What follows belongs to an exercise in optimizing a design on an open flow for small area, a short achievable clock period and few clock cycles; a production flow would make more cautious choices. The RTL was checked by simulation tests, not by an equivalence proof against the original design. The flow treats the clock pin as an ideal source, which a real chip does not have. No activity file was given, so power comes from the tool's default toggle rates.

==> flow/design.v <==
module apb_rd_aoi3 (
    input  wire        s0, s1, s2,
    input  wire [31:0] d0, d1, d2,
    output wire [31:0] y
);
    assign y = ~(({32{s0}} & d0) | ({32{s1}} & d1) | ({32{s2}} & d2));
endmodule
module apb_rd_nand4 (
    input  wire [31:0] a, b, c, d,
    output wire [31:0] y
);
    assign y = ~(a & b & c & d);
endmodule
module apb_rd_nor4 (
    input  wire [31:0] a, b, c, d,
    output wire [31:0] y
);
    assign y = ~(a | b | c | d);
endmodule
module apb_rd_nor2 (
    input  wire [31:0] a, b,
    output wire [31:0] y
);
    assign y = ~(a | b);
endmodule
module apb_rd_nand2 (
    input  wire [31:0] a, b,
    output wire [31:0] y
);
    assign y = ~(a & b);
endmodule
module apb_rd_and4 (
    input  wire [31:0] a, b, c, d,
    output wire [31:0] y
);
    assign y = a & b & c & d;
endmodule
module apb_rd_aoi2 (
    input  wire        s0, s1,
    input  wire [31:0] d0, d1,
    output wire [31:0] y
);
    assign y = ~(({32{s0}} & d0) | ({32{s1}} & d1));
endmodule
module apb_system_top #(
    parameter ADDR_WIDTH = 32,
    parameter DATA_WIDTH = 32,
    parameter NUM_SLAVES = 3
)(
    input  wire                    pclk,
    input  wire                    presetn,
    input  wire                    transfer_req,
    input  wire [ADDR_WIDTH-1:0]   transfer_addr,
    input  wire [DATA_WIDTH-1:0]   transfer_wdata,
    input  wire                    transfer_write,
    output wire                    transfer_ready,
    output wire [DATA_WIDTH-1:0]   transfer_rdata,
    output wire                    transfer_error
);
    wire [3:0] slave  = transfer_addr[19:16];
    wire [5:0] word   = transfer_addr[7:2];
    wire       mapped = (slave[3:2] == 2'b00) && (slave[1:0] != 2'b11);
    wire       inwin  = (transfer_addr[31:20] == 12'h0) && (transfer_addr[15:8] == 8'h0);
    wire       hit    = mapped && inwin;
    wire       wr     = transfer_req && transfer_write && hit;
    reg        pw_valid;
    reg  [5:0] pw_word;
    reg  [1:0] pw_slave;
    reg [31:0] pw_data;
    always @(posedge pclk or negedge presetn)
        if (!presetn) pw_valid <= 1'b0;
        else          pw_valid <= wr;
    always @(posedge pclk) begin
        pw_word  <= word;
        pw_slave <= slave[1:0];
        pw_data  <= transfer_wdata;
    end
    wire byp = pw_valid && hit && word == pw_word && slave[1:0] == pw_slave;
    wire [31:0] wd0 = pw_data & {32{presetn}};
    wire [31:0] wd1 = pw_data | {32{!presetn}};
    wire [3:0] p0 = 4'b0001 << word[1:0];
    wire [3:0] p1 = 4'b0001 << word[3:2];
    wire [3:0] p2 = 4'b0001 << word[5:4];
    wire [3:0] sd = 4'b0001 << slave[1:0];
    wire [3:0] q0 = 4'b0001 << pw_word[1:0];
    wire [3:0] q1 = 4'b0001 << pw_word[3:2];
    wire [3:0] q2 = 4'b0001 << pw_word[5:4];
    wire [3:0] qs = {4{pw_valid}} & (4'b0001 << pw_slave);
    wire [63:0] wl, wwl;
    genvar s, w, b, k;
    generate
        for (w = 0; w < 64; w = w + 1) begin : g_wl
            assign wl[w]  = p2[w/16] & p1[(w/4)%4] & p0[w%4];
            assign wwl[w] = q2[w/16] & q1[(w/4)%4] & q0[w%4];
        end
    endgenerate
    wire [3*4*32-1:0] yc;
    generate
        for (s = 0; s < 3; s = s + 1) begin : g_s
            wire [31:0] q [0:63];
            for (w = 0; w < 64; w = w + 1) begin : g_w
                localparam [31:0] INIT = (s << 24) + w;
                wire [31:0] wd;
                for (b = 0; b < 32; b = b + 1) begin : g_b
                    assign wd[b] = INIT[b] ? wd1[b] : wd0[b];
                end
                wire we = (qs[s] && wwl[w]) || !presetn;
                reg [31:0] m;
                always @(posedge pclk)
                    if (we) m <= wd;
                assign q[w] = m;
            end
            wire [32*32-1:0] ya;
            wire [8*32-1:0]  yb;
            for (k = 0; k < 32; k = k + 1) begin : g_a2
                apb_rd_aoi2 u_a (.s0(wl[2*k]), .s1(wl[2*k+1]), .d0(q[2*k]), .d1(q[2*k+1]),
                                 .y(ya[k*32 +: 32]));
            end
            for (k = 0; k < 8; k = k + 1) begin : g_b4
                apb_rd_and4 u_b (.a(ya[(4*k)*32 +: 32]), .b(ya[(4*k+1)*32 +: 32]),
                                 .c(ya[(4*k+2)*32 +: 32]), .d(ya[(4*k+3)*32 +: 32]),
                                 .y(yb[k*32 +: 32]));
            end
            for (k = 0; k < 4; k = k + 1) begin : g_c2
                apb_rd_nand2 u_c (.a(yb[(2*k)*32 +: 32]), .b(yb[(2*k+1)*32 +: 32]),
                                  .y(yc[(s*4+k)*32 +: 32]));
            end
        end
    endgenerate
    wire [2:0] hs = {3{hit && !byp}} & sd[2:0];
    wire [31:0] err_data = (mapped && !inwin) ? 32'hDEADBEEF : 32'd0;
    reg [4*32-1:0] rd_n;
    reg            error_q;
    integer j;
    always @(posedge pclk) begin
        for (j = 0; j < 4; j = j + 1)
            rd_n[j*32 +: 32] <= ~(({32{hs[0]}} & yc[(0*4+j)*32 +: 32])
                                | ({32{hs[1]}} & yc[(1*4+j)*32 +: 32])
                                | ({32{hs[2]}} & yc[(2*4+j)*32 +: 32])
                                | (j == 0 ? (err_data | ({32{byp}} & pw_data)) : 32'd0));
        error_q <= !hit;
    end
    reg ready_q;
    always @(posedge pclk or negedge presetn)
        if (!presetn) ready_q <= 1'b0;
        else          ready_q <= 1'b1;
    assign transfer_ready = ready_q;
    assign transfer_rdata = ~(rd_n[0 +: 32] & rd_n[32 +: 32] & rd_n[64 +: 32] & rd_n[96 +: 32]);
    assign transfer_error = error_q;
endmodule
Settings: LEC_CHECK=0, CAP_MARGIN=30, CORE_MARGIN=2, CORE_UTILIZATION=60, CTS_BUF_LIST=sky130_fd_sc_hd__clkbuf_16, CTS_CLUSTER_DIAMETER=100, CTS_CLUSTER_SIZE=25, SETUP_SLACK_MARGIN=3.0, SLEW_MARGIN=50, SYNTH_HIERARCHICAL=1, SYNTH_MINIMUM_KEEP_SIZE=0, TNS_END_PERCENT=10; clock period 6.0 ns.
standard.sh (not shown) runs the stock make flow with config.mk's settings and CLKGATE_MAP_FILE= SYNTH_SCRIPT=/design/flow/synth_recipe.tcl, a recipe that flattens the netlist after the stock synthesis.
==> flow/flow/run.sh <==
#!/bin/bash
# Layout flow: the standard layout, with one extra step after clock tree
# synthesis: the cells on the slowest paths are sized (other drive strengths
# of the same cell, no new cells and no logic change) by a greedy search on
# placement parasitics, in two rounds, each followed by legalization. The
# standard flow then continues from global routing to the finished layout.
set -euo pipefail
W=$(pwd)
R=$W/orfs/results/${FLOW_PLATFORM}/apb_system_top/base
bash standard.sh "$R/4_cts.odb" > "$W/std_pass1.log" 2>&1
cp "$R/4_cts.odb" "$W/cts_pass1.odb"
ECO_IN="$W/cts_pass1.odb" ECO_SDC="$R/4_cts.sdc" ECO_OUT="$R/4_cts.odb" \
  GS_TCL="$W/flow/gsize.tcl" GS_ROUNDS="8 3" GS_PATHS=64 \
  PLATFORM_DIR="$FLOW_HOME/platforms/$FLOW_PLATFORM" \
  openroad -no_init -exit "$W/flow/ctsgs.tcl" > "$W/ctsgs.log" 2>&1
rm -f "$W/cts_pass1.odb"
bash standard.sh finish > "$W/std_pass2.log" 2>&1
==> flow/flow/gsize.tcl <==
# Greedy sizing of the cells on the slowest paths: for each cell on the
# worst path, try the other drive strengths of its footprint and keep the one
# that gives the best worst slack. Repeats until no change helps.
proc gs_variants {master {iname ""}} {
  if {![regexp {^(.*)_([0-9]+)$} $master -> base n]} { return {} }
  # A port buffer (the flow may have made it a delay cell) may become a
  # plain buffer.
  if {[regexp {^(input|output)[0-9]+$} $iname]
      && [regexp {__(buf|clkbuf|clkdlybuf4s[0-9]+|dlygate4sd[0-9]|dlymetal6s[0-9]s)$} $base]} {
    return {sky130_fd_sc_hd__buf_1 sky130_fd_sc_hd__buf_2 sky130_fd_sc_hd__buf_4
            sky130_fd_sc_hd__buf_6 sky130_fd_sc_hd__buf_8 sky130_fd_sc_hd__buf_12}
  }
  set out {}
  foreach c [get_lib_cells */${base}_*] {
    set nm [get_name $c]
    if {[regexp {^[0-9]+$} [string range $nm [string length ${base}_] end]]} { lappend out $nm }
  }
  return $out
}
proc gs_dontuse {name} {
  return [regexp {probe|lpflow|clkdly|dlygate|dlymetal} $name]
}
proc gs_ep_slack {ep} {
  return [get_property $ep slack_max]
}
proc gs_run {max_iter npaths} {
  set block [ord::get_db_block]
  for {set it 0} {$it < $max_iter} {incr it} {
    set changed 0
    set paths [find_timing_paths -path_delay max -group_path_count $npaths -sort_by_slack]
    set work {}
    foreach path $paths {
      set ep [get_full_name [get_property $path endpoint]]
      set insts {}
      foreach pt [get_property $path points] {
        set pin [get_property $pt pin]
        if {[get_property $pin is_port]} continue
        lappend insts [get_full_name [$pin instance]]
      }
      lappend work [list $ep $insts]
    }
    unset paths
    foreach item $work {
      lassign $item ep insts
      set epobj [get_pins -quiet $ep]
      if {$epobj eq ""} { set epobj [get_ports $ep] }
      foreach iname $insts {
        set dbi [$block findInst $iname]
        if {$dbi eq "NULL"} continue
        set cur [[$dbi getMaster] getName]
        if {[gs_dontuse $cur] && ![regexp {^(input|output)[0-9]+$} $iname]} continue
        if {[regexp {clkbuf|clkinv|tapvpwr|fill|decap} $cur]} continue
        set best $cur
        set bestep [gs_ep_slack $epobj]
        set bestws [sta::worst_slack_cmd max]
        set hold0 [expr {min(0.0, [sta::worst_slack_cmd min])}]
        foreach v [gs_variants $cur $iname] {
          if {$v eq $cur || [gs_dontuse $v]} continue
          replace_cell $iname $v
          set e [gs_ep_slack $epobj]
          set w [sta::worst_slack_cmd max]
          if {$e > $bestep + 0.002 && $w >= $bestws - 0.0005 && [sta::worst_slack_cmd min] >= $hold0} { set best $v; set bestep $e; set bestws $w }
        }
        if {[[[$block findInst $iname] getMaster] getName] ne $best} { replace_cell $iname $best }
        if {$best ne $cur} { incr changed }
      }
    }
    puts "gsize iter $it: changed $changed, worst slack [sta::worst_slack_cmd max]"
    if {$changed == 0} break
  }
}
Other scripts of this flow, unchanged in this note and not shown: flow/flow/ctsgs.tcl
The baseline completed without violations.
Testbench counts at the start, summed over its fixed seeds: cycles 4,800.
Edit:
--- a/flow/flow/gsize.tcl
+++ b/flow/flow/gsize.tcl
@@ -4 +4 @@
-proc gs_variants {master {iname ""}} {
+proc gs_variants {master} {
@@ -6,7 +5,0 @@
-  # A port buffer (the flow may have made it a delay cell) may become a
-  # plain buffer.
-  if {[regexp {^(input|output)[0-9]+$} $iname]
-      && [regexp {__(buf|clkbuf|clkdlybuf4s[0-9]+|dlygate4sd[0-9]|dlymetal6s[0-9]s)$} $base]} {
-    return {sky130_fd_sc_hd__buf_1 sky130_fd_sc_hd__buf_2 sky130_fd_sc_hd__buf_4
-            sky130_fd_sc_hd__buf_6 sky130_fd_sc_hd__buf_8 sky130_fd_sc_hd__buf_12}
-  }
@@ -16 +9 @@
-    if {[regexp {^[0-9]+$} [string range $nm [string length ${base}_] end]]} { lappend out $nm }
+    if {[regexp "^${base}_\[0-9\]+\$" $nm]} { lappend out $nm }
@@ -51 +44 @@
-        if {[gs_dontuse $cur] && ![regexp {^(input|output)[0-9]+$} $iname]} continue
+        if {[gs_dontuse $cur]} continue
@@ -56,2 +49 @@
-        set hold0 [expr {min(0.0, [sta::worst_slack_cmd min])}]
-        foreach v [gs_variants $cur $iname] {
+        foreach v [gs_variants $cur] {
@@ -62 +54 @@
-          if {$e > $bestep + 0.002 && $w >= $bestws - 0.0005 && [sta::worst_slack_cmd min] >= $hold0} { set best $v; set bestep $e; set bestws $w }
+          if {$e > $bestep + 0.002 && $w >= $bestws - 0.0005} { set best $v; set bestep $e; set bestws $w }
After rerunning:
- The changed run completed without violations
- cell count stays flat
- setup slack is better by 0.36 ns
- first-iteration DRC count fell by 1.6%
- clock-buffer cell count is unchanged
- utilization rose by 0.20 points
- combinational power stays flat
- maximum frequency rose by 12%
- die area does not change
- routed wire length hardly moves
- non-clock buffer count rose by 13

[port drivers added, routing unchanged]
No port has a modelled driver above. Below, the same layouts with a new extraction and two added sets of constraints. Step 1 sets driving cells, clkbuf_16 on the clock port and buf_2 on the other inputs (assumed; they add their load-dependent delay and slew). Step 2 moves the port delays by t, midway between the first and last clock arrival at a register: inputs arrive t later, outputs are due t later. That takes back most of the time a late clock gives input paths. a / b / c = ideal / step 1 / step 2; a / b = the first two.
run | shift t [ns] | setup slack, ns | hold WS [ns] | worst setup path at the end
the first run | 1.099 | 2.557 / 2.427 / 1.824 | 0.386 / 0.358 / 0.650 | input to register
the second run | 1.099 | 2.919 / 2.802 / 1.838 | 0.386 / 0.381 / 0.646 | input to register
After both steps setup and hold are still met in every run listed. For the second run, which loses most, drivers alone change the setup slack by -0.117 ns; drivers and shift together by -1.081 ns.
